What follows belongs to an exercise in optimizing a design on an open flow for small area; a production flow would make more cautious choices.
Only simulation tests tie the RTL to the original design; equivalence was not proved.

### flow/design.v
`timescale 1ns/1ns
module con_5x5(
	input rst_n,
	input clk,
	input ena,
	input [15:0] data,
	output reg valid,
	output reg finish,
	output [15:0] result
	);
	reg [3:0] core_num;
	reg [7:0] pics_num;
	reg [1:0] pics_num_add;
	wire [7:0] pics_inc;
	wire [3:0] core_inc;
	assign pics_inc[0] = ~pics_num[0];
	assign pics_inc[1] = pics_num[1] ^ pics_num[0];
	assign pics_inc[2] = pics_num[2] ^ (&pics_num[1:0]);
	assign pics_inc[3] = pics_num[3] ^ (&pics_num[2:0]);
	assign pics_inc[4] = pics_num[4] ^ (&pics_num[3:0]);
	assign pics_inc[5] = pics_num[5] ^ (&pics_num[4:0]);
	assign pics_inc[6] = pics_num[6] ^ (&pics_num[5:0]);
	assign pics_inc[7] = pics_num[7] ^ (&pics_num[6:0]);
	assign core_inc[0] = ~core_num[0];
	assign core_inc[1] = core_num[1] ^ core_num[0];
	assign core_inc[2] = core_num[2] ^ (&core_num[1:0]);
	assign core_inc[3] = core_num[3] ^ (&core_num[2:0]);
	always @(posedge clk or negedge rst_n) begin
		if (!rst_n) begin
			core_num <= 4'h0;
			pics_num <= 8'h0;
			pics_num_add <= 2'b00;
			finish <= 1'b0;
		end
		else if (ena) begin
			if (core_num < 4'h9)
				core_num <= core_inc;
			else if (core_num == 4'h9) begin
				pics_num <= pics_inc;
				if (pics_num > 8'h8)
					pics_num_add <= (pics_num_add == 2'd3) ? 2'd1 : pics_num_add + 1'b1;
			end
		end
		else if (pics_num > 8'h50 && pics_num < 8'h55) begin
			pics_num <= pics_inc;
			case (pics_num_add)
				2'd3: pics_num_add <= 2'd1;
				2'd2: pics_num_add <= 2'd3;
				2'd1: pics_num_add <= 2'd2;
				default: pics_num_add <= 2'd0;
			endcase
			finish <= (pics_num == 8'h54);
		end
		else begin
			pics_num <= 8'h0;
			pics_num_add <= 2'd0;
			core_num <= 4'h9;
			finish <= 1'b0;
		end
	end
	always @(posedge clk or negedge rst_n) begin
		if (!rst_n) valid <= 1'b0;
		else valid <= (pics_num_add == 2'd3);
	end
	reg [15:0] kr [0:2][0:2];
	reg [1:0] kph;
	wire kload = ena && (core_num < 4'h9);
	integer q;
	always @(posedge clk) begin
		for (q = 0; q < 3; q = q + 1) begin
			kr[q][0] <= kr[q][1];
			kr[q][1] <= kr[q][2];
			kr[q][2] <= (kload && core_num >= 3*q && core_num < 3*q+3) ? data : kr[q][0];
		end
		kph <= (kload && core_num == 4'd8) ? 2'd0 : (kph == 2'd0) ? 2'd1 : (kph == 2'd1) ? 2'd2 : 2'd0;
	end
	reg [15:0] b0, b1, b2;
	always @(posedge clk) begin
		b0 <= data;
		b1 <= b0;
		b2 <= b1;
	end
	wire mv = (pics_num_add == 2'd3) ? (pics_num <= 8'd81)
		: (pics_num == 8'd3 || pics_num == 8'd6 || pics_num == 8'd9);
	wire mdown = (pics_num == 8'd24 || pics_num == 8'd39 || pics_num == 8'd54 || pics_num == 8'd69);
	wire mleft = (pics_num >= 8'd27 && pics_num <= 8'd36) || (pics_num >= 8'd57 && pics_num <= 8'd66);
	reg [15:0] pr [0:2][0:2];
	reg [1:0] wo;
	wire [15:0] nw [0:2];
	assign nw[0] = b2;
	assign nw[1] = b1;
	assign nw[2] = b0;
	wire mh = mv && !mdown;                  
	reg [1:0] wo_n;
	always @(*) begin
		wo_n = wo;
		if (pics_num == 8'd3)    
			wo_n = 2'd0;
		else if (mh) begin
			if (mleft)
				wo_n = (wo == 2'd0) ? 2'd1 : (wo == 2'd1) ? 2'd2 : 2'd0;
			else
				wo_n = (wo == 2'd1) ? 2'd0 : (wo == 2'd2) ? 2'd1 : 2'd2;
		end
	end
	reg [1:0] ins;
	always @(*) begin
		if (mleft)    
			ins = (wo_n == 2'd1) ? 2'd2 : (wo_n == 2'd2) ? 2'd1 : 2'd0;
		else          
			ins = (wo_n == 2'd1) ? 2'd1 : (wo_n == 2'd2) ? 2'd0 : 2'd2;
	end
	wire dn = mv && mdown;
	reg [2:0] s_ins;                         
	reg [2:0] s_b0, s_b1, s_b2;              
	reg [2:0] s_rot2;                        
	integer i, s;
	always @(*) begin
		for (s = 0; s < 3; s = s + 1) begin
			s_ins[s] = mh && (ins == s);
			s_b2[s] = dn && (((s + wo) % 3) == 0);
			s_b1[s] = dn && (((s + wo) % 3) == 1);
			s_b0[s] = (dn && (((s + wo) % 3) == 2)) || s_ins[s];
			s_rot2[s] = !dn && !s_ins[s];
		end
	end
	always @(posedge clk) begin
		wo <= wo_n;
		for (s = 0; s < 3; s = s + 1) begin
			for (i = 0; i < 2; i = i + 1)
				pr[i][s] <= ({16{s_ins[s]}} & nw[i])
					| ({16{dn}} & pr[i+1][(s + 1) % 3])
					| ({16{!dn && !s_ins[s]}} & pr[i][(s + 1) % 3]);
			pr[2][s] <= ({16{s_b0[s]}} & b0) | ({16{s_b1[s]}} & b1)
				| ({16{s_b2[s]}} & b2) | ({16{s_rot2[s]}} & pr[2][(s + 1) % 3]);
		end
	end
	reg [1:0] psel;
	reg [1:0] pk;
	always @(*) begin
		case ({kph, pics_num_add})
			{2'd2, 2'd0}, {2'd0, 2'd1}, {2'd1, 2'd2}, {2'd2, 2'd3}: pk = 2'd0;
			{2'd0, 2'd0}, {2'd1, 2'd1}, {2'd2, 2'd2}, {2'd0, 2'd3}: pk = 2'd1;
			default: pk = 2'd2;
		endcase
	end
	always @(posedge clk) begin
		case ({pk, wo_n})
			{2'd0, 2'd0}, {2'd1, 2'd1}, {2'd2, 2'd2}: psel <= 2'd0;
			{2'd1, 2'd0}, {2'd2, 2'd1}, {2'd0, 2'd2}: psel <= 2'd1;
			default: psel <= 2'd2;
		endcase
	end
	reg [15:0] ka [0:2];
	reg [15:0] pa [0:2];
	always @(*) begin
		for (i = 0; i < 3; i = i + 1) begin
			ka[i] = kr[i][0];
			case (psel)
				2'd0: pa[i] = pr[i][0];
				2'd1: pa[i] = pr[i][1];
				default: pa[i] = pr[i][2];
			endcase
		end
	end
	wire [15:0] t0, t1, t2;
	bmul m0(.a(ka[0]), .b(pa[0]), .t(t0));
	bmul m1(.a(ka[1]), .b(pa[1]), .t(t1));
	bmul m2(.a(ka[2]), .b(pa[2]), .t(t2));
	reg [15:0] acc;
	wire keep = pics_num_add[1];
	wire [15:0] accn;
	add4 sum4(.a({16{keep}} & acc), .b(t0), .c(t1), .d(t2), .y(accn));
	always @(posedge clk)
		acc <= accn;
	assign result = acc;
endmodule
module bmul(input [15:0] a, input [15:0] b, output [15:0] t);
  wire b8000 = b[15] & ~(|b[14:0]);
  wire b4000 = b[14] & ~(|b[13:0]);
  wire one0 = a[0] ^ 1'b0;
  wire two0 = (a[1] & ~a[0] & ~1'b0) | (~a[1] & a[0] & 1'b0);
  wire neg0 = a[1] & ~(b8000 | (two0 & b4000));
  wire w_n1 = neg0 ^ (one0 & b[0]);
  wire w_n2 = neg0 ^ ((one0 & b[1]) | (two0 & b[0]));
  wire w_n3 = neg0 ^ ((one0 & b[2]) | (two0 & b[1]));
  wire w_n4 = neg0 ^ ((one0 & b[3]) | (two0 & b[2]));
  wire w_n5 = neg0 ^ ((one0 & b[4]) | (two0 & b[3]));
  wire w_n6 = neg0 ^ ((one0 & b[5]) | (two0 & b[4]));
  wire w_n7 = neg0 ^ ((one0 & b[6]) | (two0 & b[5]));
  wire w_n8 = neg0 ^ ((one0 & b[7]) | (two0 & b[6]));
  wire w_n9 = neg0 ^ ((one0 & b[8]) | (two0 & b[7]));
  wire w_n10 = neg0 ^ ((one0 & b[9]) | (two0 & b[8]));
  wire w_n11 = neg0 ^ ((one0 & b[10]) | (two0 & b[9]));
  wire w_n12 = neg0 ^ ((one0 & b[11]) | (two0 & b[10]));
  wire w_n13 = neg0 ^ ((one0 & b[12]) | (two0 & b[11]));
  wire w_n14 = neg0 ^ ((one0 & b[13]) | (two0 & b[12]));
  wire w_n15 = neg0 ^ ((one0 & b[14]) | (two0 & b[13]));
  wire w_n16 = ~(neg0 ^ ((one0 & b[15]) | (two0 & b[14])));
  wire one1 = a[2] ^ a[1];
  wire two1 = (a[3] & ~a[2] & ~a[1]) | (~a[3] & a[2] & a[1]);
  wire neg1 = a[3] & ~(b8000 | (two1 & b4000));
  wire w_n17 = neg1 ^ (one1 & b[0]);
  wire w_n18 = neg1 ^ ((one1 & b[1]) | (two1 & b[0]));
  wire w_n19 = neg1 ^ ((one1 & b[2]) | (two1 & b[1]));
  wire w_n20 = neg1 ^ ((one1 & b[3]) | (two1 & b[2]));
  wire w_n21 = neg1 ^ ((one1 & b[4]) | (two1 & b[3]));
  wire w_n22 = neg1 ^ ((one1 & b[5]) | (two1 & b[4]));
  wire w_n23 = neg1 ^ ((one1 & b[6]) | (two1 & b[5]));
  wire w_n24 = neg1 ^ ((one1 & b[7]) | (two1 & b[6]));
  wire w_n25 = neg1 ^ ((one1 & b[8]) | (two1 & b[7]));
  wire w_n26 = neg1 ^ ((one1 & b[9]) | (two1 & b[8]));
  wire w_n27 = neg1 ^ ((one1 & b[10]) | (two1 & b[9]));
  wire w_n28 = neg1 ^ ((one1 & b[11]) | (two1 & b[10]));
  wire w_n29 = neg1 ^ ((one1 & b[12]) | (two1 & b[11]));
  wire w_n30 = neg1 ^ ((one1 & b[13]) | (two1 & b[12]));
  wire w_n31 = neg1 ^ ((one1 & b[14]) | (two1 & b[13]));
  wire w_n32 = ~(neg1 ^ ((one1 & b[15]) | (two1 & b[14])));
  wire one2 = a[4] ^ a[3];
  wire two2 = (a[5] & ~a[4] & ~a[3]) | (~a[5] & a[4] & a[3]);
  wire neg2 = a[5] & ~(b8000 | (two2 & b4000));
  wire w_n33 = neg2 ^ (one2 & b[0]);
  wire w_n34 = neg2 ^ ((one2 & b[1]) | (two2 & b[0]));
  wire w_n35 = neg2 ^ ((one2 & b[2]) | (two2 & b[1]));
  wire w_n36 = neg2 ^ ((one2 & b[3]) | (two2 & b[2]));
  wire w_n37 = neg2 ^ ((one2 & b[4]) | (two2 & b[3]));
  wire w_n38 = neg2 ^ ((one2 & b[5]) | (two2 & b[4]));
  wire w_n39 = neg2 ^ ((one2 & b[6]) | (two2 & b[5]));
  wire w_n40 = neg2 ^ ((one2 & b[7]) | (two2 & b[6]));
  wire w_n41 = neg2 ^ ((one2 & b[8]) | (two2 & b[7]));
  wire w_n42 = neg2 ^ ((one2 & b[9]) | (two2 & b[8]));
  wire w_n43 = neg2 ^ ((one2 & b[10]) | (two2 & b[9]));
  wire w_n44 = neg2 ^ ((one2 & b[11]) | (two2 & b[10]));
  wire w_n45 = neg2 ^ ((one2 & b[12]) | (two2 & b[11]));
  wire w_n46 = neg2 ^ ((one2 & b[13]) | (two2 & b[12]));
  wire w_n47 = neg2 ^ ((one2 & b[14]) | (two2 & b[13]));
  wire w_n48 = ~(neg2 ^ ((one2 & b[15]) | (two2 & b[14])));
  wire one3 = a[6] ^ a[5];
  wire two3 = (a[7] & ~a[6] & ~a[5]) | (~a[7] & a[6] & a[5]);
  wire neg3 = a[7] & ~(b8000 | (two3 & b4000));
  wire w_n49 = neg3 ^ (one3 & b[0]);
  wire w_n50 = neg3 ^ ((one3 & b[1]) | (two3 & b[0]));
  wire w_n51 = neg3 ^ ((one3 & b[2]) | (two3 & b[1]));
  wire w_n52 = neg3 ^ ((one3 & b[3]) | (two3 & b[2]));
  wire w_n53 = neg3 ^ ((one3 & b[4]) | (two3 & b[3]));
  wire w_n54 = neg3 ^ ((one3 & b[5]) | (two3 & b[4]));
  wire w_n55 = neg3 ^ ((one3 & b[6]) | (two3 & b[5]));
  wire w_n56 = neg3 ^ ((one3 & b[7]) | (two3 & b[6]));
  wire w_n57 = neg3 ^ ((one3 & b[8]) | (two3 & b[7]));
  wire w_n58 = neg3 ^ ((one3 & b[9]) | (two3 & b[8]));
  wire w_n59 = neg3 ^ ((one3 & b[10]) | (two3 & b[9]));
  wire w_n60 = neg3 ^ ((one3 & b[11]) | (two3 & b[10]));
  wire w_n61 = neg3 ^ ((one3 & b[12]) | (two3 & b[11]));
  wire w_n62 = neg3 ^ ((one3 & b[13]) | (two3 & b[12]));
  wire w_n63 = neg3 ^ ((one3 & b[14]) | (two3 & b[13]));
  wire w_n64 = ~(neg3 ^ ((one3 & b[15]) | (two3 & b[14])));
  wire one4 = a[8] ^ a[7];
  wire two4 = (a[9] & ~a[8] & ~a[7]) | (~a[9] & a[8] & a[7]);
  wire neg4 = a[9] & ~(b8000 | (two4 & b4000));
  wire w_n65 = neg4 ^ (one4 & b[0]);
  wire w_n66 = neg4 ^ ((one4 & b[1]) | (two4 & b[0]));
  wire w_n67 = neg4 ^ ((one4 & b[2]) | (two4 & b[1]));
  wire w_n68 = neg4 ^ ((one4 & b[3]) | (two4 & b[2]));
  wire w_n69 = neg4 ^ ((one4 & b[4]) | (two4 & b[3]));
  wire w_n70 = neg4 ^ ((one4 & b[5]) | (two4 & b[4]));
  wire w_n71 = neg4 ^ ((one4 & b[6]) | (two4 & b[5]));
  wire w_n72 = neg4 ^ ((one4 & b[7]) | (two4 & b[6]));
  wire w_n73 = neg4 ^ ((one4 & b[8]) | (two4 & b[7]));
  wire w_n74 = neg4 ^ ((one4 & b[9]) | (two4 & b[8]));
  wire w_n75 = neg4 ^ ((one4 & b[10]) | (two4 & b[9]));
  wire w_n76 = neg4 ^ ((one4 & b[11]) | (two4 & b[10]));
  wire w_n77 = neg4 ^ ((one4 & b[12]) | (two4 & b[11]));
  wire w_n78 = neg4 ^ ((one4 & b[13]) | (two4 & b[12]));
  wire w_n79 = neg4 ^ ((one4 & b[14]) | (two4 & b[13]));
  wire w_n80 = ~(neg4 ^ ((one4 & b[15]) | (two4 & b[14])));
  wire one5 = a[10] ^ a[9];
  wire two5 = (a[11] & ~a[10] & ~a[9]) | (~a[11] & a[10] & a[9]);
  wire neg5 = a[11] & ~(b8000 | (two5 & b4000));
  wire w_n81 = neg5 ^ (one5 & b[0]);
  wire w_n82 = neg5 ^ ((one5 & b[1]) | (two5 & b[0]));
  wire w_n83 = neg5 ^ ((one5 & b[2]) | (two5 & b[1]));
  wire w_n84 = neg5 ^ ((one5 & b[3]) | (two5 & b[2]));
  wire w_n85 = neg5 ^ ((one5 & b[4]) | (two5 & b[3]));
  wire w_n86 = neg5 ^ ((one5 & b[5]) | (two5 & b[4]));
  wire w_n87 = neg5 ^ ((one5 & b[6]) | (two5 & b[5]));
  wire w_n88 = neg5 ^ ((one5 & b[7]) | (two5 & b[6]));
  wire w_n89 = neg5 ^ ((one5 & b[8]) | (two5 & b[7]));
  wire w_n90 = neg5 ^ ((one5 & b[9]) | (two5 & b[8]));
  wire w_n91 = neg5 ^ ((one5 & b[10]) | (two5 & b[9]));
  wire w_n92 = neg5 ^ ((one5 & b[11]) | (two5 & b[10]));
  wire w_n93 = neg5 ^ ((one5 & b[12]) | (two5 & b[11]));
  wire w_n94 = neg5 ^ ((one5 & b[13]) | (two5 & b[12]));
  wire w_n95 = neg5 ^ ((one5 & b[14]) | (two5 & b[13]));
  wire w_n96 = ~(neg5 ^ ((one5 & b[15]) | (two5 & b[14])));
  wire one6 = a[12] ^ a[11];
  wire two6 = (a[13] & ~a[12] & ~a[11]) | (~a[13] & a[12] & a[11]);
  wire neg6 = a[13] & ~(b8000 | (two6 & b4000));
  wire w_n97 = neg6 ^ (one6 & b[0]);
  wire w_n98 = neg6 ^ ((one6 & b[1]) | (two6 & b[0]));
  wire w_n99 = neg6 ^ ((one6 & b[2]) | (two6 & b[1]));
  wire w_n100 = neg6 ^ ((one6 & b[3]) | (two6 & b[2]));
  wire w_n101 = neg6 ^ ((one6 & b[4]) | (two6 & b[3]));
  wire w_n102 = neg6 ^ ((one6 & b[5]) | (two6 & b[4]));
  wire w_n103 = neg6 ^ ((one6 & b[6]) | (two6 & b[5]));
  wire w_n104 = neg6 ^ ((one6 & b[7]) | (two6 & b[6]));
  wire w_n105 = neg6 ^ ((one6 & b[8]) | (two6 & b[7]));
  wire w_n106 = neg6 ^ ((one6 & b[9]) | (two6 & b[8]));
  wire w_n107 = neg6 ^ ((one6 & b[10]) | (two6 & b[9]));
  wire w_n108 = neg6 ^ ((one6 & b[11]) | (two6 & b[10]));
  wire w_n109 = neg6 ^ ((one6 & b[12]) | (two6 & b[11]));
  wire w_n110 = neg6 ^ ((one6 & b[13]) | (two6 & b[12]));
  wire w_n111 = neg6 ^ ((one6 & b[14]) | (two6 & b[13]));
  wire w_n112 = ~(neg6 ^ ((one6 & b[15]) | (two6 & b[14])));
  wire one7 = a[14] ^ a[13];
  wire two7 = (a[15] & ~a[14] & ~a[13]) | (~a[15] & a[14] & a[13]);
  wire neg7 = a[15] & ~(b8000 | (two7 & b4000));
  wire w_n113 = neg7 ^ (one7 & b[0]);
  wire w_n114 = neg7 ^ ((one7 & b[1]) | (two7 & b[0]));
  wire w_n115 = neg7 ^ ((one7 & b[2]) | (two7 & b[1]));
  wire w_n116 = neg7 ^ ((one7 & b[3]) | (two7 & b[2]));
  wire w_n117 = neg7 ^ ((one7 & b[4]) | (two7 & b[3]));
  wire w_n118 = neg7 ^ ((one7 & b[5]) | (two7 & b[4]));
  wire w_n119 = neg7 ^ ((one7 & b[6]) | (two7 & b[5]));
  wire w_n120 = neg7 ^ ((one7 & b[7]) | (two7 & b[6]));
  wire w_n121 = neg7 ^ ((one7 & b[8]) | (two7 & b[7]));
  wire w_n122 = neg7 ^ ((one7 & b[9]) | (two7 & b[8]));
  wire w_n123 = neg7 ^ ((one7 & b[10]) | (two7 & b[9]));
  wire w_n124 = neg7 ^ ((one7 & b[11]) | (two7 & b[10]));
  wire w_n125 = neg7 ^ ((one7 & b[12]) | (two7 & b[11]));
  wire w_n126 = neg7 ^ ((one7 & b[13]) | (two7 & b[12]));
  wire w_n127 = neg7 ^ ((one7 & b[14]) | (two7 & b[13]));
  wire w_n128 = ~(neg7 ^ ((one7 & b[15]) | (two7 & b[14])));
  wire w_n129 = w_n11 ^ w_n25;
  wire w_n130 = w_n11 & w_n25;
  wire w_n131 = w_n12 ^ w_n26;
  wire w_n132 = w_n12 & w_n26;
  wire w_n133 = w_n13 ^ w_n27 ^ w_n41;
  wire w_n134 = (w_n13 & w_n27) | (w_n13 & w_n41) | (w_n27 & w_n41);
  wire w_n135 = w_n55 ^ w_n69;
  wire w_n136 = w_n55 & w_n69;
  wire w_n137 = w_n14 ^ w_n28 ^ w_n42;
  wire w_n138 = (w_n14 & w_n28) | (w_n14 & w_n42) | (w_n28 & w_n42);
  wire w_n139 = w_n56 ^ w_n70;
  wire w_n140 = w_n56 & w_n70;
  wire w_n141 = w_n15 ^ w_n29 ^ w_n43;
  wire w_n142 = (w_n15 & w_n29) | (w_n15 & w_n43) | (w_n29 & w_n43);
  wire w_n143 = w_n57 ^ w_n71 ^ w_n85;
  wire w_n144 = (w_n57 & w_n71) | (w_n57 & w_n85) | (w_n71 & w_n85);
  wire w_n145 = w_n99 ^ w_n113;
  wire w_n146 = w_n99 & w_n113;
  wire w_n147 = w_n16 ^ w_n30 ^ w_n44;
  wire w_n148 = (w_n16 & w_n30) | (w_n16 & w_n44) | (w_n30 & w_n44);
  wire w_n149 = w_n58 ^ w_n72 ^ w_n86;
  wire w_n150 = (w_n58 & w_n72) | (w_n58 & w_n86) | (w_n72 & w_n86);
  wire w_n151 = w_n100 ^ w_n114 ^ 1'b1;
  wire w_n152 = (w_n100 & w_n114) | (w_n100 & 1'b1) | (w_n114 & 1'b1);
  wire w_n153 = w_n31 ^ w_n45 ^ w_n59;
  wire w_n154 = (w_n31 & w_n45) | (w_n31 & w_n59) | (w_n45 & w_n59);
  wire w_n155 = w_n73 ^ w_n87 ^ w_n101;
  wire w_n156 = (w_n73 & w_n87) | (w_n73 & w_n101) | (w_n87 & w_n101);
  wire w_n157 = w_n115 ^ 1'b1;
  wire w_n158 = w_n115 & 1'b1;
  wire w_n159 = w_n32 ^ w_n46 ^ w_n60;
  wire w_n160 = (w_n32 & w_n46) | (w_n32 & w_n60) | (w_n46 & w_n60);
  wire w_n161 = w_n74 ^ w_n88 ^ w_n102;
  wire w_n162 = (w_n74 & w_n88) | (w_n74 & w_n102) | (w_n88 & w_n102);
  wire w_n163 = w_n47 ^ w_n61 ^ w_n75;
  wire w_n164 = (w_n47 & w_n61) | (w_n47 & w_n75) | (w_n61 & w_n75);
  wire w_n165 = w_n89 ^ w_n103;
  wire w_n166 = w_n89 & w_n103;
  wire w_n167 = w_n48 ^ w_n62 ^ w_n76;
  wire w_n168 = (w_n48 & w_n62) | (w_n48 & w_n76) | (w_n62 & w_n76);
  wire w_n169 = w_n63 ^ w_n77;
  wire w_n170 = w_n63 & w_n77;
  wire w_n171 = w_n7 ^ w_n21;
  wire w_n172 = w_n7 & w_n21;
  wire w_n173 = w_n8 ^ w_n22;
  wire w_n174 = w_n8 & w_n22;
  wire w_n175 = w_n9 ^ w_n23 ^ w_n37;
  wire w_n176 = (w_n9 & w_n23) | (w_n9 & w_n37) | (w_n23 & w_n37);
  wire w_n177 = w_n51 ^ w_n65;
  wire w_n178 = w_n51 & w_n65;
  wire w_n179 = w_n10 ^ w_n24 ^ w_n38;
  wire w_n180 = (w_n10 & w_n24) | (w_n10 & w_n38) | (w_n24 & w_n38);
  wire w_n181 = w_n52 ^ w_n66;
  wire w_n182 = w_n52 & w_n66;
  wire w_n183 = w_n129 ^ w_n39 ^ w_n53;
  wire w_n184 = (w_n129 & w_n39) | (w_n129 & w_n53) | (w_n39 & w_n53);
  wire w_n185 = w_n67 ^ w_n81 ^ neg5;
  wire w_n186 = (w_n67 & w_n81) | (w_n67 & neg5) | (w_n81 & neg5);
  wire w_n187 = w_n130 ^ w_n131 ^ w_n40;
  wire w_n188 = (w_n130 & w_n131) | (w_n130 & w_n40) | (w_n131 & w_n40);
  wire w_n189 = w_n54 ^ w_n68 ^ w_n82;
  wire w_n190 = (w_n54 & w_n68) | (w_n54 & w_n82) | (w_n68 & w_n82);
  wire w_n191 = w_n132 ^ w_n133 ^ w_n135;
  wire w_n192 = (w_n132 & w_n133) | (w_n132 & w_n135) | (w_n133 & w_n135);
  wire w_n193 = w_n83 ^ w_n97 ^ neg6;
  wire w_n194 = (w_n83 & w_n97) | (w_n83 & neg6) | (w_n97 & neg6);
  wire w_n195 = w_n134 ^ w_n136 ^ w_n137;
  wire w_n196 = (w_n134 & w_n136) | (w_n134 & w_n137) | (w_n136 & w_n137);
  wire w_n197 = w_n139 ^ w_n84 ^ w_n98;
  wire w_n198 = (w_n139 & w_n84) | (w_n139 & w_n98) | (w_n84 & w_n98);
  wire w_n199 = w_n138 ^ w_n140 ^ w_n141;
  wire w_n200 = (w_n138 & w_n140) | (w_n138 & w_n141) | (w_n140 & w_n141);
  wire w_n201 = w_n143 ^ w_n145 ^ neg7;
  wire w_n202 = (w_n143 & w_n145) | (w_n143 & neg7) | (w_n145 & neg7);
  wire w_n203 = w_n142 ^ w_n144 ^ w_n146;
  wire w_n204 = (w_n142 & w_n144) | (w_n142 & w_n146) | (w_n144 & w_n146);
  wire w_n205 = w_n147 ^ w_n149 ^ w_n151;
  wire w_n206 = (w_n147 & w_n149) | (w_n147 & w_n151) | (w_n149 & w_n151);
  wire w_n207 = w_n148 ^ w_n150 ^ w_n152;
  wire w_n208 = (w_n148 & w_n150) | (w_n148 & w_n152) | (w_n150 & w_n152);
  wire w_n209 = w_n153 ^ w_n155 ^ w_n157;
  wire w_n210 = (w_n153 & w_n155) | (w_n153 & w_n157) | (w_n155 & w_n157);
  wire w_n211 = w_n154 ^ w_n156 ^ w_n158;
  wire w_n212 = (w_n154 & w_n156) | (w_n154 & w_n158) | (w_n156 & w_n158);
  wire w_n213 = w_n159 ^ w_n161 ^ w_n116;
  wire w_n214 = (w_n159 & w_n161) | (w_n159 & w_n116) | (w_n161 & w_n116);
  wire w_n215 = w_n160 ^ w_n162 ^ w_n163;
  wire w_n216 = (w_n160 & w_n162) | (w_n160 & w_n163) | (w_n162 & w_n163);
  wire w_n217 = w_n165 ^ w_n117 ^ 1'b1;
  wire w_n218 = (w_n165 & w_n117) | (w_n165 & 1'b1) | (w_n117 & 1'b1);
  wire w_n219 = w_n164 ^ w_n166 ^ w_n167;
  wire w_n220 = (w_n164 & w_n166) | (w_n164 & w_n167) | (w_n166 & w_n167);
  wire w_n221 = w_n90 ^ w_n104 ^ w_n118;
  wire w_n222 = (w_n90 & w_n104) | (w_n90 & w_n118) | (w_n104 & w_n118);
  wire w_n223 = w_n168 ^ w_n169 ^ w_n91;
  wire w_n224 = (w_n168 & w_n169) | (w_n168 & w_n91) | (w_n169 & w_n91);
  wire w_n225 = w_n105 ^ w_n119 ^ 1'b1;
  wire w_n226 = (w_n105 & w_n119) | (w_n105 & 1'b1) | (w_n119 & 1'b1);
  wire w_n227 = w_n170 ^ w_n64 ^ w_n78;
  wire w_n228 = (w_n170 & w_n64) | (w_n170 & w_n78) | (w_n64 & w_n78);
  wire w_n229 = w_n92 ^ w_n106 ^ w_n120;
  wire w_n230 = (w_n92 & w_n106) | (w_n92 & w_n120) | (w_n106 & w_n120);
  wire w_n231 = w_n79 ^ w_n93 ^ w_n107;
  wire w_n232 = (w_n79 & w_n93) | (w_n79 & w_n107) | (w_n93 & w_n107);
  wire w_n233 = w_n121 ^ 1'b1;
  wire w_n234 = w_n121 & 1'b1;
  wire w_n235 = w_n80 ^ w_n94 ^ w_n108;
  wire w_n236 = (w_n80 & w_n94) | (w_n80 & w_n108) | (w_n94 & w_n108);
  wire w_n237 = w_n95 ^ w_n109;
  wire w_n238 = w_n95 & w_n109;
  wire w_n239 = w_n5 ^ w_n19;
  wire w_n240 = w_n5 & w_n19;
  wire w_n241 = w_n6 ^ w_n20;
  wire w_n242 = w_n6 & w_n20;
  wire w_n243 = w_n171 ^ w_n35 ^ w_n49;
  wire w_n244 = (w_n171 & w_n35) | (w_n171 & w_n49) | (w_n35 & w_n49);
  wire w_n245 = w_n172 ^ w_n173 ^ w_n36;
  wire w_n246 = (w_n172 & w_n173) | (w_n172 & w_n36) | (w_n173 & w_n36);
  wire w_n247 = w_n174 ^ w_n175 ^ w_n177;
  wire w_n248 = (w_n174 & w_n175) | (w_n174 & w_n177) | (w_n175 & w_n177);
  wire w_n249 = w_n176 ^ w_n178 ^ w_n179;
  wire w_n250 = (w_n176 & w_n178) | (w_n176 & w_n179) | (w_n178 & w_n179);
  wire w_n251 = w_n180 ^ w_n182 ^ w_n183;
  wire w_n252 = (w_n180 & w_n182) | (w_n180 & w_n183) | (w_n182 & w_n183);
  wire w_n253 = w_n184 ^ w_n186 ^ w_n187;
  wire w_n254 = (w_n184 & w_n186) | (w_n184 & w_n187) | (w_n186 & w_n187);
  wire w_n255 = w_n188 ^ w_n190 ^ w_n191;
  wire w_n256 = (w_n188 & w_n190) | (w_n188 & w_n191) | (w_n190 & w_n191);
  wire w_n257 = w_n192 ^ w_n194 ^ w_n195;
  wire w_n258 = (w_n192 & w_n194) | (w_n192 & w_n195) | (w_n194 & w_n195);
  wire w_n259 = w_n196 ^ w_n198 ^ w_n199;
  wire w_n260 = (w_n196 & w_n198) | (w_n196 & w_n199) | (w_n198 & w_n199);
  wire w_n261 = w_n200 ^ w_n202 ^ w_n203;
  wire w_n262 = (w_n200 & w_n202) | (w_n200 & w_n203) | (w_n202 & w_n203);
  wire w_n263 = w_n204 ^ w_n206 ^ w_n207;
  wire w_n264 = (w_n204 & w_n206) | (w_n204 & w_n207) | (w_n206 & w_n207);
  wire w_n265 = w_n208 ^ w_n210 ^ w_n211;
  wire w_n266 = (w_n208 & w_n210) | (w_n208 & w_n211) | (w_n210 & w_n211);
  wire w_n267 = w_n212 ^ w_n214 ^ w_n215;
  wire w_n268 = (w_n212 & w_n214) | (w_n212 & w_n215) | (w_n214 & w_n215);
  wire w_n269 = w_n216 ^ w_n218 ^ w_n219;
  wire w_n270 = (w_n216 & w_n218) | (w_n216 & w_n219) | (w_n218 & w_n219);
  wire w_n271 = w_n220 ^ w_n222 ^ w_n223;
  wire w_n272 = (w_n220 & w_n222) | (w_n220 & w_n223) | (w_n222 & w_n223);
  wire w_n273 = w_n224 ^ w_n226 ^ w_n227;
  wire w_n274 = (w_n224 & w_n226) | (w_n224 & w_n227) | (w_n226 & w_n227);
  wire w_n275 = w_n228 ^ w_n230 ^ w_n231;
  wire w_n276 = (w_n228 & w_n230) | (w_n228 & w_n231) | (w_n230 & w_n231);
  wire w_n277 = w_n232 ^ w_n234 ^ w_n235;
  wire w_n278 = (w_n232 & w_n234) | (w_n232 & w_n235) | (w_n234 & w_n235);
  wire w_n279 = w_n236 ^ w_n237 ^ w_n123;
  wire w_n280 = (w_n236 & w_n237) | (w_n236 & w_n123) | (w_n237 & w_n123);
  wire w_n281 = w_n238 ^ w_n96 ^ w_n110;
  wire w_n282 = (w_n238 & w_n96) | (w_n238 & w_n110) | (w_n96 & w_n110);
  wire w_n283 = w_n111 ^ w_n125;
  wire w_n284 = w_n111 & w_n125;
  wire w_n285 = w_n3 ^ w_n17;
  wire w_n286 = w_n3 & w_n17;
  wire w_n287 = w_n4 ^ w_n18;
  wire w_n288 = w_n4 & w_n18;
  wire w_n289 = w_n239 ^ w_n33 ^ neg2;
  wire w_n290 = (w_n239 & w_n33) | (w_n239 & neg2) | (w_n33 & neg2);
  wire w_n291 = w_n240 ^ w_n241 ^ w_n34;
  wire w_n292 = (w_n240 & w_n241) | (w_n240 & w_n34) | (w_n241 & w_n34);
  wire w_n293 = w_n242 ^ w_n243 ^ neg3;
  wire w_n294 = (w_n242 & w_n243) | (w_n242 & neg3) | (w_n243 & neg3);
  wire w_n295 = w_n244 ^ w_n245 ^ w_n50;
  wire w_n296 = (w_n244 & w_n245) | (w_n244 & w_n50) | (w_n245 & w_n50);
  wire w_n297 = w_n246 ^ w_n247 ^ neg4;
  wire w_n298 = (w_n246 & w_n247) | (w_n246 & neg4) | (w_n247 & neg4);
  wire w_n299 = w_n248 ^ w_n249 ^ w_n181;
  wire w_n300 = (w_n248 & w_n249) | (w_n248 & w_n181) | (w_n249 & w_n181);
  wire w_n301 = w_n250 ^ w_n251 ^ w_n185;
  wire w_n302 = (w_n250 & w_n251) | (w_n250 & w_n185) | (w_n251 & w_n185);
  wire w_n303 = w_n252 ^ w_n253 ^ w_n189;
  wire w_n304 = (w_n252 & w_n253) | (w_n252 & w_n189) | (w_n253 & w_n189);
  wire w_n305 = w_n254 ^ w_n255 ^ w_n193;
  wire w_n306 = (w_n254 & w_n255) | (w_n254 & w_n193) | (w_n255 & w_n193);
  wire w_n307 = w_n256 ^ w_n257 ^ w_n197;
  wire w_n308 = (w_n256 & w_n257) | (w_n256 & w_n197) | (w_n257 & w_n197);
  wire w_n309 = w_n258 ^ w_n259 ^ w_n201;
  wire w_n310 = (w_n258 & w_n259) | (w_n258 & w_n201) | (w_n259 & w_n201);
  wire w_n311 = w_n260 ^ w_n261 ^ w_n205;
  wire w_n312 = (w_n260 & w_n261) | (w_n260 & w_n205) | (w_n261 & w_n205);
  wire w_n313 = w_n262 ^ w_n263 ^ w_n209;
  wire w_n314 = (w_n262 & w_n263) | (w_n262 & w_n209) | (w_n263 & w_n209);
  wire w_n315 = w_n264 ^ w_n265 ^ w_n213;
  wire w_n316 = (w_n264 & w_n265) | (w_n264 & w_n213) | (w_n265 & w_n213);
  wire w_n317 = w_n266 ^ w_n267 ^ w_n217;
  wire w_n318 = (w_n266 & w_n267) | (w_n266 & w_n217) | (w_n267 & w_n217);
  wire w_n319 = w_n268 ^ w_n269 ^ w_n221;
  wire w_n320 = (w_n268 & w_n269) | (w_n268 & w_n221) | (w_n269 & w_n221);
  wire w_n321 = w_n270 ^ w_n271 ^ w_n225;
  wire w_n322 = (w_n270 & w_n271) | (w_n270 & w_n225) | (w_n271 & w_n225);
  wire w_n323 = w_n272 ^ w_n273 ^ w_n229;
  wire w_n324 = (w_n272 & w_n273) | (w_n272 & w_n229) | (w_n273 & w_n229);
  wire w_n325 = w_n274 ^ w_n275 ^ w_n233;
  wire w_n326 = (w_n274 & w_n275) | (w_n274 & w_n233) | (w_n275 & w_n233);
  wire w_n327 = w_n276 ^ w_n277 ^ w_n122;
  wire w_n328 = (w_n276 & w_n277) | (w_n276 & w_n122) | (w_n277 & w_n122);
  wire w_n329 = w_n278 ^ w_n279 ^ 1'b1;
  wire w_n330 = (w_n278 & w_n279) | (w_n278 & 1'b1) | (w_n279 & 1'b1);
  wire w_n331 = w_n280 ^ w_n281 ^ w_n124;
  wire w_n332 = (w_n280 & w_n281) | (w_n280 & w_n124) | (w_n281 & w_n124);
  wire w_n333 = w_n282 ^ w_n283 ^ 1'b1;
  wire w_n334 = (w_n282 & w_n283) | (w_n282 & 1'b1) | (w_n283 & 1'b1);
  wire w_n335 = w_n284 ^ w_n112 ^ w_n126;
  wire w_n336 = (w_n284 & w_n112) | (w_n284 & w_n126) | (w_n112 & w_n126);
  wire w_n337 = w_n127 ^ 1'b1;
  wire w_n338 = w_n127 & 1'b1;
  wire w_n339 = w_n1 & neg0;
  wire w_n340 = w_n2 & w_n339;
  wire w_n341 = (w_n285 & neg1) | (w_n285 & w_n340) | (neg1 & w_n340);
  wire w_n342 = (w_n286 & w_n287) | (w_n286 & w_n341) | (w_n287 & w_n341);
  wire w_n343 = (w_n288 & w_n289) | (w_n288 & w_n342) | (w_n289 & w_n342);
  wire w_n344 = (w_n290 & w_n291) | (w_n290 & w_n343) | (w_n291 & w_n343);
  wire w_n345 = (w_n292 & w_n293) | (w_n292 & w_n344) | (w_n293 & w_n344);
  wire w_n346 = (w_n294 & w_n295) | (w_n294 & w_n345) | (w_n295 & w_n345);
  wire w_n347 = (w_n296 & w_n297) | (w_n296 & w_n346) | (w_n297 & w_n346);
  wire w_n348 = (w_n298 & w_n299) | (w_n298 & w_n347) | (w_n299 & w_n347);
  wire w_n349 = (w_n300 & w_n301) | (w_n300 & w_n348) | (w_n301 & w_n348);
  wire w_n350 = (w_n302 & w_n303) | (w_n302 & w_n349) | (w_n303 & w_n349);
  wire w_n351 = w_n304 ^ w_n305 ^ w_n350;
  wire w_n352 = (w_n304 & w_n305) | (w_n304 & w_n350) | (w_n305 & w_n350);
  wire w_n353 = w_n306 ^ w_n307 ^ w_n352;
  wire w_n354 = (w_n306 & w_n307) | (w_n306 & w_n352) | (w_n307 & w_n352);
  wire w_n355 = w_n308 ^ w_n309 ^ w_n354;
  wire w_n356 = (w_n308 & w_n309) | (w_n308 & w_n354) | (w_n309 & w_n354);
  wire w_n357 = w_n310 ^ w_n311 ^ w_n356;
  wire w_n358 = (w_n310 & w_n311) | (w_n310 & w_n356) | (w_n311 & w_n356);
  wire w_n359 = w_n312 ^ w_n313 ^ w_n358;
  wire w_n360 = (w_n312 & w_n313) | (w_n312 & w_n358) | (w_n313 & w_n358);
  wire w_n361 = w_n314 ^ w_n315 ^ w_n360;
  wire w_n362 = (w_n314 & w_n315) | (w_n314 & w_n360) | (w_n315 & w_n360);
  wire w_n363 = w_n316 ^ w_n317 ^ w_n362;
  wire w_n364 = (w_n316 & w_n317) | (w_n316 & w_n362) | (w_n317 & w_n362);
  wire w_n365 = w_n318 ^ w_n319 ^ w_n364;
  wire w_n366 = (w_n318 & w_n319) | (w_n318 & w_n364) | (w_n319 & w_n364);
  wire w_n367 = w_n320 ^ w_n321 ^ w_n366;
  wire w_n368 = (w_n320 & w_n321) | (w_n320 & w_n366) | (w_n321 & w_n366);
  wire w_n369 = w_n322 ^ w_n323 ^ w_n368;
  wire w_n370 = (w_n322 & w_n323) | (w_n322 & w_n368) | (w_n323 & w_n368);
  wire w_n371 = w_n324 ^ w_n325 ^ w_n370;
  wire w_n372 = (w_n324 & w_n325) | (w_n324 & w_n370) | (w_n325 & w_n370);
  wire w_n373 = w_n326 ^ w_n327 ^ w_n372;
  wire w_n374 = (w_n326 & w_n327) | (w_n326 & w_n372) | (w_n327 & w_n372);
  wire w_n375 = w_n328 ^ w_n329 ^ w_n374;
  wire w_n376 = (w_n328 & w_n329) | (w_n328 & w_n374) | (w_n329 & w_n374);
  wire w_n377 = w_n330 ^ w_n331 ^ w_n376;
  wire w_n378 = (w_n330 & w_n331) | (w_n330 & w_n376) | (w_n331 & w_n376);
  wire w_n379 = w_n332 ^ w_n333 ^ w_n378;
  wire w_n380 = (w_n332 & w_n333) | (w_n332 & w_n378) | (w_n333 & w_n378);
  wire w_n381 = (w_n334 & w_n335) | (w_n334 & w_n380) | (w_n335 & w_n380);
  wire w_n382 = (w_n336 & w_n337) | (w_n336 & w_n381) | (w_n337 & w_n381);
  wire w_n383 = (w_n338 & w_n128) | (w_n338 & w_n382) | (w_n128 & w_n382);
  wire w_n384 = 1'b1 ^ w_n383;
  assign t = {w_n384, w_n379, w_n377, w_n375, w_n373, w_n371, w_n369, w_n367, w_n365, w_n363, w_n361, w_n359, w_n357, w_n355, w_n353, w_n351};
endmodule
module add4(input [15:0] a, input [15:0] b, input [15:0] c, input [15:0] d, output [15:0] y);
  wire s1_0 = a[0] ^ b[0] ^ c[0];
  wire c1_0 = (a[0] & b[0]) | (a[0] & c[0]) | (b[0] & c[0]);
  wire s1_1 = a[1] ^ b[1] ^ c[1];
  wire c1_1 = (a[1] & b[1]) | (a[1] & c[1]) | (b[1] & c[1]);
  wire s1_2 = a[2] ^ b[2] ^ c[2];
  wire c1_2 = (a[2] & b[2]) | (a[2] & c[2]) | (b[2] & c[2]);
  wire s1_3 = a[3] ^ b[3] ^ c[3];
  wire c1_3 = (a[3] & b[3]) | (a[3] & c[3]) | (b[3] & c[3]);
  wire s1_4 = a[4] ^ b[4] ^ c[4];
  wire c1_4 = (a[4] & b[4]) | (a[4] & c[4]) | (b[4] & c[4]);
  wire s1_5 = a[5] ^ b[5] ^ c[5];
  wire c1_5 = (a[5] & b[5]) | (a[5] & c[5]) | (b[5] & c[5]);
  wire s1_6 = a[6] ^ b[6] ^ c[6];
  wire c1_6 = (a[6] & b[6]) | (a[6] & c[6]) | (b[6] & c[6]);
  wire s1_7 = a[7] ^ b[7] ^ c[7];
  wire c1_7 = (a[7] & b[7]) | (a[7] & c[7]) | (b[7] & c[7]);
  wire s1_8 = a[8] ^ b[8] ^ c[8];
  wire c1_8 = (a[8] & b[8]) | (a[8] & c[8]) | (b[8] & c[8]);
  wire s1_9 = a[9] ^ b[9] ^ c[9];
  wire c1_9 = (a[9] & b[9]) | (a[9] & c[9]) | (b[9] & c[9]);
  wire s1_10 = a[10] ^ b[10] ^ c[10];
  wire c1_10 = (a[10] & b[10]) | (a[10] & c[10]) | (b[10] & c[10]);
  wire s1_11 = a[11] ^ b[11] ^ c[11];
  wire c1_11 = (a[11] & b[11]) | (a[11] & c[11]) | (b[11] & c[11]);
  wire s1_12 = a[12] ^ b[12] ^ c[12];
  wire c1_12 = (a[12] & b[12]) | (a[12] & c[12]) | (b[12] & c[12]);
  wire s1_13 = a[13] ^ b[13] ^ c[13];
  wire c1_13 = (a[13] & b[13]) | (a[13] & c[13]) | (b[13] & c[13]);
  wire s1_14 = a[14] ^ b[14] ^ c[14];
  wire c1_14 = (a[14] & b[14]) | (a[14] & c[14]) | (b[14] & c[14]);
  wire s1_15 = a[15] ^ b[15] ^ c[15];
  wire s2_0 = s1_0 ^ d[0];
  wire c2_0 = s1_0 & d[0];
  wire s2_1 = s1_1 ^ c1_0 ^ d[1];
  wire c2_1 = (s1_1 & c1_0) | (s1_1 & d[1]) | (c1_0 & d[1]);
  wire s2_2 = s1_2 ^ c1_1 ^ d[2];
  wire c2_2 = (s1_2 & c1_1) | (s1_2 & d[2]) | (c1_1 & d[2]);
  wire s2_3 = s1_3 ^ c1_2 ^ d[3];
  wire c2_3 = (s1_3 & c1_2) | (s1_3 & d[3]) | (c1_2 & d[3]);
  wire s2_4 = s1_4 ^ c1_3 ^ d[4];
  wire c2_4 = (s1_4 & c1_3) | (s1_4 & d[4]) | (c1_3 & d[4]);
  wire s2_5 = s1_5 ^ c1_4 ^ d[5];
  wire c2_5 = (s1_5 & c1_4) | (s1_5 & d[5]) | (c1_4 & d[5]);
  wire s2_6 = s1_6 ^ c1_5 ^ d[6];
  wire c2_6 = (s1_6 & c1_5) | (s1_6 & d[6]) | (c1_5 & d[6]);
  wire s2_7 = s1_7 ^ c1_6 ^ d[7];
  wire c2_7 = (s1_7 & c1_6) | (s1_7 & d[7]) | (c1_6 & d[7]);
  wire s2_8 = s1_8 ^ c1_7 ^ d[8];
  wire c2_8 = (s1_8 & c1_7) | (s1_8 & d[8]) | (c1_7 & d[8]);
  wire s2_9 = s1_9 ^ c1_8 ^ d[9];
  wire c2_9 = (s1_9 & c1_8) | (s1_9 & d[9]) | (c1_8 & d[9]);
  wire s2_10 = s1_10 ^ c1_9 ^ d[10];
  wire c2_10 = (s1_10 & c1_9) | (s1_10 & d[10]) | (c1_9 & d[10]);
  wire s2_11 = s1_11 ^ c1_10 ^ d[11];
  wire c2_11 = (s1_11 & c1_10) | (s1_11 & d[11]) | (c1_10 & d[11]);
  wire s2_12 = s1_12 ^ c1_11 ^ d[12];
  wire c2_12 = (s1_12 & c1_11) | (s1_12 & d[12]) | (c1_11 & d[12]);
  wire s2_13 = s1_13 ^ c1_12 ^ d[13];
  wire c2_13 = (s1_13 & c1_12) | (s1_13 & d[13]) | (c1_12 & d[13]);
  wire s2_14 = s1_14 ^ c1_13 ^ d[14];
  wire c2_14 = (s1_14 & c1_13) | (s1_14 & d[14]) | (c1_13 & d[14]);
  wire s2_15 = s1_15 ^ c1_14 ^ d[15];
  assign y[0] = s2_0;
  assign y[1] = s2_1 ^ c2_0;
  wire r_2 = s2_1 & c2_0;
  assign y[2] = s2_2 ^ c2_1 ^ r_2;
  wire r_3 = (s2_2 & c2_1) | (s2_2 & r_2) | (c2_1 & r_2);
  assign y[3] = s2_3 ^ c2_2 ^ r_3;
  wire r_4 = (s2_3 & c2_2) | (s2_3 & r_3) | (c2_2 & r_3);
  assign y[4] = s2_4 ^ c2_3 ^ r_4;
  wire r_5 = (s2_4 & c2_3) | (s2_4 & r_4) | (c2_3 & r_4);
  assign y[5] = s2_5 ^ c2_4 ^ r_5;
  wire r_6 = (s2_5 & c2_4) | (s2_5 & r_5) | (c2_4 & r_5);
  assign y[6] = s2_6 ^ c2_5 ^ r_6;
  wire r_7 = (s2_6 & c2_5) | (s2_6 & r_6) | (c2_5 & r_6);
  assign y[7] = s2_7 ^ c2_6 ^ r_7;
  wire r_8 = (s2_7 & c2_6) | (s2_7 & r_7) | (c2_6 & r_7);
  assign y[8] = s2_8 ^ c2_7 ^ r_8;
  wire r_9 = (s2_8 & c2_7) | (s2_8 & r_8) | (c2_7 & r_8);
  assign y[9] = s2_9 ^ c2_8 ^ r_9;
  wire r_10 = (s2_9 & c2_8) | (s2_9 & r_9) | (c2_8 & r_9);
  assign y[10] = s2_10 ^ c2_9 ^ r_10;
  wire r_11 = (s2_10 & c2_9) | (s2_10 & r_10) | (c2_9 & r_10);
  assign y[11] = s2_11 ^ c2_10 ^ r_11;
  wire r_12 = (s2_11 & c2_10) | (s2_11 & r_11) | (c2_10 & r_11);
  assign y[12] = s2_12 ^ c2_11 ^ r_12;
  wire r_13 = (s2_12 & c2_11) | (s2_12 & r_12) | (c2_11 & r_12);
  assign y[13] = s2_13 ^ c2_12 ^ r_13;
  wire r_14 = (s2_13 & c2_12) | (s2_13 & r_13) | (c2_12 & r_13);
  assign y[14] = s2_14 ^ c2_13 ^ r_14;
  wire r_15 = (s2_14 & c2_13) | (s2_14 & r_14) | (c2_13 & r_14);
  assign y[15] = s2_15 ^ c2_14 ^ r_15;
endmodule
### flow/run.sh
#!/bin/bash
# synth_recipe.tcl (not shown) runs the flow's synth.tcl, then flattens the netlist and writes it again
# the make line also repeats each setting of config.mk as NAME=value (left out here)
make -C /OpenROAD-flow-scripts/flow DESIGN_CONFIG=/design/flow/config.mk WORK_HOME=/design/flow/orfs CLKGATE_MAP_FILE= SYNTH_SCRIPT=/design/flow/synth_recipe.tcl finish
### flow/constraint.sdc
create_clock -name core_clock -period 14.0 [get_ports {clk}]
set_input_delay 2.8000 -clock core_clock [delete_from_list [all_inputs] [get_ports {clk}]]
set_output_delay 2.8000 -clock core_clock [all_outputs]
set_load 0.01 [all_outputs]
### flow/config.mk
export PLATFORM = sky130hd
export DESIGN_NAME = con_5x5
export DESIGN_NICKNAME = con_5x5
export VERILOG_FILES = /design/flow/design.v
export SDC_FILE = /design/flow/constraint.sdc
export NUM_CORES = 4
export LEC_CHECK = 0
export ABC_AREA = 1
export CAP_MARGIN = 20
export CORE_MARGIN = 2
export CORE_UTILIZATION = 40
export CTS_BUF_LIST = sky130_fd_sc_hd__clkbuf_8
export CTS_CLUSTER_DIAMETER = 100
export CTS_CLUSTER_SIZE = 14
export SLEW_MARGIN = 20
==> reports/summary.txt <==
Die ar.: 77800 um2
Data arrival, critical path: 13750 ps
Final Max Tran Viols: 0
placed cell area: 31400 um2
CTS max path bufs: 3
Hold Slack: 318 ps
CTS tree: done
IO Count: 37
CP max stage delay: 630 ps
Area Growth Syn to Fin: 5.44%
Reg clk slew, reported paths: 90 ps
fmax: 75.7 MHz
# clock sinks: 374
DRC errors left: 0
first-pass GRT wire length: 137 mm
Nets: 4135
Starting Density: 40.5%
port buffer count: 36
syn nets: 4211
post-route cell area: 31900 um2
Starting DRT DRC Count: 2519
Rows: 100
drt pass-1 iters: 7
Crit. End Element: flop
R2R setup slack: 790 ps
min Tclk post-route: 13210 ps
Routed Antenna Nets: 0
DR vias: 24600
GRT Total Usage: 22.3%
fill count: 7547
GRT overflow: 0
core area: 74700 um2
status: complete, no violations
met1 GRT Util: 32.3%
sequential area share after synthesis: 25.0%
Syn. warnings: 9
Fin Clk Skew: 71.9 ps
Yosys reg bits: 374
Final Hold Fails: 0
Vias/cell: 5.24
met3 usage: 2.89%
Slowest-stage cell, CP: dfxtp_2
number of library cell types mapped by synthesis: 50
Place WS: 686 ps
Slew @ Worst Pin: 1140 ps
GR peak layer: met2
CTS buffer count: 30
CP Launch Type: flop
Avg Cell Area, Syn: 7.99 um2
period utilization: 94.4%
H-tree lvl count: 1
layout cell share with drive strength beyond 1: 4.09%
M2 GR Usage: 34.9%
max-cap violations: 0
Hold-fix buffers, CTS: 0
Crit path top cell by count: fa_1
largest net degree at the start of global routing: 97
crit path kind: reg2reg
Max-slew headroom: 23.8%
Mapped Area: 30200 um2
clock insertion delay at the later pin of the skew report: 690 ps
routability cong.: 0.889
final setup violation count: 0
Routed WL: 87.1 mm
CP max FO: 22
die height: 279 um
min-delay worst type: reg2reg
RSZ-0062 raised after global routing: false
initial antenna violation count: 2
vias in the first global route: 23600
post-route setup slack: 787 ps
die extent in x: 279 um
setup tns final: 0 ps
hpwl dp: 64.8 mm
Root Driver: clkbuf_8
DR WL/cell: 18.6 um
worst path required time: 14540 ps
Synth Instances: 3785
-- layout make-up --
type | count | area [um2] | share of cell area (%)
clock inverters | 7 | 40.0 | 0.126
multi-input cells | 2587 | 19500 | 61.1
diodes | 3 | 7.51 | 0.0236
repair buffers | 94 | 816 | 2.56
well taps | 969 | 1210 | 3.80
inverters | 622 | 2330 | 7.32
clock buffers | 30 | 413 | 1.30
flip-flops and latches | 374 | 7570 | 23.7
-- layer usage --
metal	up-vias	routed length (um)
li1	11800	-
met1	11800	40100
met2	887	38400
met3	112	6200
met4	0	2370
met5	-	0
-- through the flow --
step                      std cells  utilization, %
after floorplan                3785               -
after global placement         4645            42.0
after detailed placement       4646            42.0
after CTS                      4683            42.7
after global routing           4684            42.7
final                          4686            42.7
-- layout by cell type, fill, tap and decap left out, types with 4 or more instances in the layout --
cell and n:
nand3b_1 5, a21oi_1 27, nor2_2 10, fa_1 318, nand2_2 18, nor2_4 4, buf_4 57, nor2_1 113
xnor2_1 191, xor2_1 184, o21ai_0 121, nand3_2 5, dfrtp_1 16, inv_2 6, clkbuf_8 30, o22ai_1 343
clkdlybuf4s50_1 36, a22oi_1 39, nand3_1 206, nand4_1 25, nand2_1 827, ha_1 89, nand2_4 4, a31oi_1 5
o211ai_1 7, nor3_1 11, dfxtp_1 357, and3_1 4, inv_1 621
-- registers in the layout (all words and copies together), names as in the netlist --
signal / count
pics_num: 8
core_num: 4
acc: 16
kr: 144
valid: 1
psel: 2
pics_num_add: 2
kph: 2
b0: 16
finish: 1
wo: 2
b1: 16
pr: 144
b2: 16
-- timing repair --
action | in CTS | in global routing
setup buffers | 0 | 0
endpoints found under the setup margin | 0 | 1
gates resized for setup | 0 | 1
-- cell usage after synthesis, drive strengths merged --
cell type	n	area share [%]
nand3	212	3.6
and2	1	0.025
o21ai	126	2.1
a22oi	39	0.97
a221oi	1	0.029
a2111oi	1	0.029
o2111ai	3	0.087
a211oi	2	0.050
a31oi	5	0.10
dfxtp	358	24
or2	4	0.083
a32o	1	0.033
o211ai	9	0.29
fa	318	21
o41ai	2	0.058
dfrtp	16	1.3
o31ai	1	0.025
nor4	2	0.14
clkinv	2	0.025
nand4	25	0.52
xor2	184	5.3
o21a	1	0.025
nand3b	5	0.12
a21oi	29	0.55
nor3	11	0.18
nand2	849	11
buf	51	1.0
o22ai	343	7.1
clkbuf	151	1.9
and3	4	0.083
xnor2	191	5.5
nor2	127	1.7
ha	89	3.7
or3	2	0.041
inv	620	7.7
-- path summary, 6_finish.rpt --
kind	from	end	depth (start not counted)
max	psel[1]	acc[15]	47
min	kr[4][3]	kr[3][3]	0
max reg2reg	psel[1]	acc[15]	47
min reg2reg	kr[4][3]	kr[3][3]	0
max in group asynchronous	rst_n	core_num[3]	1
min in group asynchronous	rst_n	pics_num[0]	1
-- logic make-up after synthesis --
kind of cell | after synthesis | synth area share (%)
simple gates | 1242 | 17.3
buf+inv | 824 | 10.6
compound gates | 563 | 11.4
fa+ha+maj | 407 | 24.7
xor+xnor | 375 | 10.9
flops | 374 | 25.0
-- critical path, delay by kind of cell, from the launching register on --
family	cells	cell delay, ps
and+or+nand+nor	12	1890
buffers and inverters	9	740
AOI/OAI and AO/OA	2	180
xor gates and xnor gates	2	320
DFF	1	630
adders and majority gates	22	9290

what the ideal ports hide:
In the flow no input, the clock included, has a driving cell. The finished layout below was timed again as built, in two steps.
Step 1 (the two cells are an assumption about what drives the block):
set clk [get_ports {clk}]
set_driving_cell -lib_cell sky130_fd_sc_hd__clkbuf_16 $clk
set_driving_cell -lib_cell sky130_fd_sc_hd__buf_2 [delete_from_list [all_inputs] $clk]
Step 2 times the ports against the registers' clock, not the clock port: input delays grow and output delays shrink by t, the midpoint of the rising clock arrivals with the driver on.
Three values: ideal ports, drivers, drivers and shift; two values: the first two.
shift t [ns]: 0.710
setup WS [ns]: 0.787 / 0.787 / 0.787
hold WS [ns]: 0.318 / 0.318 / 0.318
clock arrival spread, ns: 0.073 / 0.073
cell pins on the clock port's net: 1
After both steps setup and hold are still met in this run. The setup slack of this run moves by 0.000 ns with the drivers and by 0.000 ns with both steps.
